From an optimization exercise on the open Yosys and OpenROAD flow, aimed at small area, a short achievable clock period and few clock cycles per item; shortcuts taken in it are not production practice. The RTL was checked by simulation tests, not by an equivalence proof against the original design. No activity file was given, so power comes from the tool's default toggle rates.

Design ATCONV, start of the top module:
module  ATCONV(
	input		clk,
	input		reset,
	output 	    busy,
	input		ready,
	output reg	[11:0]	iaddr,
	input signed [12:0]	idata,
	output	reg 	cwr,
	output  reg	[11:0]	caddr_wr,
	output reg 	[12:0] 	cdata_wr,
	output	reg 	crd,       
	output  reg	[11:0] 	caddr_rd,
	input 	[12:0] 	cdata_rd,
	output reg 	csel
	);
Size: roughly 400 flip-flops, about 82 I/O pins, roughly 15000 sq um of cells after synthesis.
Settings: LEC_CHECK=0, CAP_MARGIN=20, CORE_MARGIN=2, CORE_UTILIZATION=40, CTS_CLUSTER_DIAMETER=100, CTS_CLUSTER_SIZE=30, SLEW_MARGIN=20; clock period 10.0 ns.
standard.sh (not shown) runs the stock make flow with config.mk's settings and CLKGATE_MAP_FILE= SYNTH_SCRIPT=/design/flow/synth_recipe.tcl, a recipe that flattens the netlist after the stock synthesis.
==> flow/flow/run.sh <==
#!/bin/bash
set -euo pipefail
export BUFFER_PORTS_ARGS="-buffer_cell sky130_fd_sc_hd__buf_2"
export SETUP_SLACK_MARGIN=6.75
bash standard.sh > standard.log 2>&1
Testbench counts at the start, summed over its fixed seeds: cycles 215,776, images 32.
Change:
--- a/flow/flow/run.sh
+++ b/flow/flow/run.sh
@@ -4 +4 @@
-export SETUP_SLACK_MARGIN=6.75
+export SETUP_SLACK_MARGIN=6.9
Settings changed: CTS_CLUSTER_DIAMETER 100 to 130, CTS_CLUSTER_SIZE 30 to 26.
Result: Critical path depth came out lower by 11; worst setup slack gains 0.068 ns; worst hold slack loses 0.010 ns; area after synthesis is unchanged; via count goes up by 0.39%.
Change:
--- a/flow/flow/run.sh
+++ b/flow/flow/run.sh
@@ -4 +4 @@
-export SETUP_SLACK_MARGIN=6.9
+export SETUP_SLACK_MARGIN=7.05
Settings changed: CTS_CLUSTER_DIAMETER 130 to 100, CTS_CLUSTER_SIZE 26 to 30.
Outcome:
- power came out higher slightly
- wire length came out higher slightly
- worst hold slack improves by 0.0092 ns
- first-iteration DRC count came out higher by roughly a tenth
- non-clock buffer count came out higher by 8
Change:
--- a/flow/flow/run.sh
+++ b/flow/flow/run.sh
@@ -4 +4 @@
-export SETUP_SLACK_MARGIN=7.05
+export SETUP_SLACK_MARGIN=6.9
Result: Routed wire length drops by about 1.4%; final area came out lower by 1.6%; clock skew hardly moves; via count decreases by about 0.35%; total power falls by about 2.8%; non-clock buffer count falls by 8; flip-flop and latch count is unchanged.

========
wip/juniper:
ATCONV, a different RTL version from the one above (not shown whole).
For scale: roughly 1400 cells after synthesis, roughly 82 I/O pins, about 15000 um^2 of cells after synthesis.
clock: 10.0 ns
lec_check: 0
cap_margin: 20
core_margin: 2
core_utilization: 40
slew_margin: 20
==> flow/flow/run.sh <==
#!/bin/bash
set -euo pipefail
export BUFFER_PORTS_ARGS="-buffer_cell sky130_fd_sc_hd__buf_4"
export SETUP_SLACK_MARGIN=6.5
bash standard.sh > standard.log 2>&1
Per the final summary, wip/juniper finished and its layout is clean on timing, DRC and antenna.
Testbench counts of wip/juniper, summed over its fixed seeds: cycles 223,808, images 32.
What wip/garnet does differently from wip/juniper at the input level:
==> flow/run.sh (new file) <==
#!/bin/bash
# synth_recipe.tcl (not shown) runs the flow's synth.tcl, then flattens the netlist and writes it again
# the make line also repeats each setting of config.mk as NAME=value (left out here)
make -C /OpenROAD-flow-scripts/flow DESIGN_CONFIG=/design/flow/config.mk WORK_HOME=/design/flow/orfs CLKGATE_MAP_FILE= SYNTH_SCRIPT=/design/flow/synth_recipe.tcl finish
removed: flow/flow/run.sh
removed: flow/standard.sh
### Flow results
wip/garnet: done, clean on timing, DRC and antenna
Per the final summary, wip/juniper finished and its layout is clean on timing, DRC and antenna.
Going from wip/juniper to wip/garnet, worst clock skew fell 0.015 ns, global-route met3 utilization about even, final worst-path setup slack fell 0.55 ns.
Delta (wip/garnet minus wip/juniper): clock network power fell by about 4%; biggest fanout along the worst timing path fell by 3; filler-free cell count of the finished design stayed essentially flat; non-clock buffer count rose by 1.
wip/juniper → wip/garnet: core utilization now larger; power lower; total length of routed met2 wires shrank by about 4%.
### wip/garnet -> wip/umber
==> flow/flow/run.sh (new file) <==
#!/bin/bash
set -euo pipefail
export BUFFER_PORTS_ARGS="-buffer_cell sky130_fd_sc_hd__buf_4"
export SETUP_SLACK_MARGIN=6.5
bash standard.sh > standard.log 2>&1
==> flow/standard.sh (new file) <==
#!/bin/bash
# synth_recipe.tcl (not shown) runs the flow's synth.tcl, then flattens the netlist and writes it again
# the make line also repeats each setting of config.mk as NAME=value (left out here)
make -C /OpenROAD-flow-scripts/flow DESIGN_CONFIG=/design/flow/config.mk WORK_HOME=/design/flow/orfs CLKGATE_MAP_FILE= SYNTH_SCRIPT=/design/flow/synth_recipe.tcl "${@:-finish}"
-- flow/config.mk --
<<< wip/garnet, line 9
export CORE_MARGIN = 2
export CORE_UTILIZATION = 40
export SLEW_MARGIN = 20
>>> wip/umber, line 9
export CORE_MARGIN = 2
export CORE_UTILIZATION = 40
export CTS_CLUSTER_DIAMETER = 80
export CTS_CLUSTER_SIZE = 20
export SLEW_MARGIN = 20
removed: flow/run.sh
## What came out
Depth of the worst register-to-register path for wip/umber is lower than for wip/garnet. met1 usage in global routing of wip/umber is on par with wip/garnet. NOTE: fraction of power consumed by sequential logic in wip/umber exceeds that of wip/garnet. Between wip/umber and wip/garnet, the wire length of the first global-routing pass is higher for wip/garnet. [compare] base=wip/garnet new=wip/umber: multi-input combinational cell area went up about 0.34%, worst setup slack went up 0.54 ns, number of ports placed on the die boundary held, placed cell count held, total of clock buffers placed in the layout went down about 40%. Comparing wip/garnet against wip/umber, there is no change at all in fraction of the mapped netlist area in compound gates. Cmp wip/umber and wip/garnet / sequential share of layout area / higher: wip/umber.
What wip/quartz does differently from wip/umber at the input level:
-- flow/config.mk --
<<< wip/umber, line 9
export CORE_MARGIN = 2
export CORE_UTILIZATION = 40
export CTS_CLUSTER_DIAMETER = 80
export CTS_CLUSTER_SIZE = 20
export SLEW_MARGIN = 20
>>> wip/quartz, line 9
export CORE_MARGIN = 2
export CORE_UTILIZATION = 40
export CTS_CLUSTER_DIAMETER = 100
export CTS_CLUSTER_SIZE = 25
export SLEW_MARGIN = 20
==> comparison <==
- Diff wip/umber -> wip/quartz | cell area after layout | down slightly
- The minimum setup slack in the final design of wip/quartz exceeds that of wip/umber by 0.022 ns.
- Diff wip/umber -> wip/quartz | number of clock buffers in the layout | down by more than 10%
- wip/quartz ended with less met3 usage than wip/umber.
- Going from wip/umber to wip/quartz, length of routed met2 wiring shrank slightly.
- Final period demand of the worst path for wip/quartz is lower than for wip/umber.
- Multi-input gate share of total cell area on wip/quartz is up relative to wip/umber.
- wip/quartz vs wip/umber: total power consumption of the routed design down in wip/quartz
- Detailed-route wire length per cell (higher): wip/umber

re-timing with driven ports:
The results above use ideal ports. As a check the final layouts listed here were re-extracted and re-timed, cells and wires unchanged.
Step 1, drivers: a clkbuf_16 drives clk and a buf_2 each remaining input, both assumed.
Step 2 moves the port delays by t, midway between the first and last clock arrival at a register: inputs arrive t later, outputs are due t later. That takes back most of the time a late clock gives input paths.
Slacks: ideal ports / drivers / drivers and shift; pairs: ideal ports / drivers.
| run | shift t [ns] | slack for setup (ns) | slew at the worst register clock pin (ns) | worst slew at a driven data input, ns |
|---|---|---|---|---|
| the first run of note 1 | 0.563 | 6.896 / 6.896 / 6.843 | 0.11 / 0.11 | 0.03 |
| the second run of note 1 | 0.593 | 6.964 / 6.911 / 6.850 | 0.10 / 0.10 | 0.03 |
| the third run of note 1 | 0.564 | 7.018 / 6.967 / 6.823 | 0.11 / 0.11 | 0.03 |
| the fourth run of note 1 | 0.564 | 6.985 / 6.935 / 6.841 | 0.11 / 0.11 | 0.03 |
| wip/juniper | 0.607 | 6.706 / 6.654 / 6.181 | 0.06 / 0.06 | 0.04 |
| wip/garnet | 0.611 | 6.161 / 6.189 / 5.578 | 0.06 / 0.06 | 0.06 |
| wip/umber | 0.597 | 6.704 / 6.652 / 6.192 | 0.08 / 0.08 | 0.04 |
| wip/quartz | 0.569 | 6.726 / 6.672 / 6.193 | 0.10 / 0.10 | 0.04 |
After both steps setup and hold are still met in every run listed. The setup slack of wip/garnet, which loses most, moves by +0.028 ns with the drivers and by -0.583 ns with both steps.
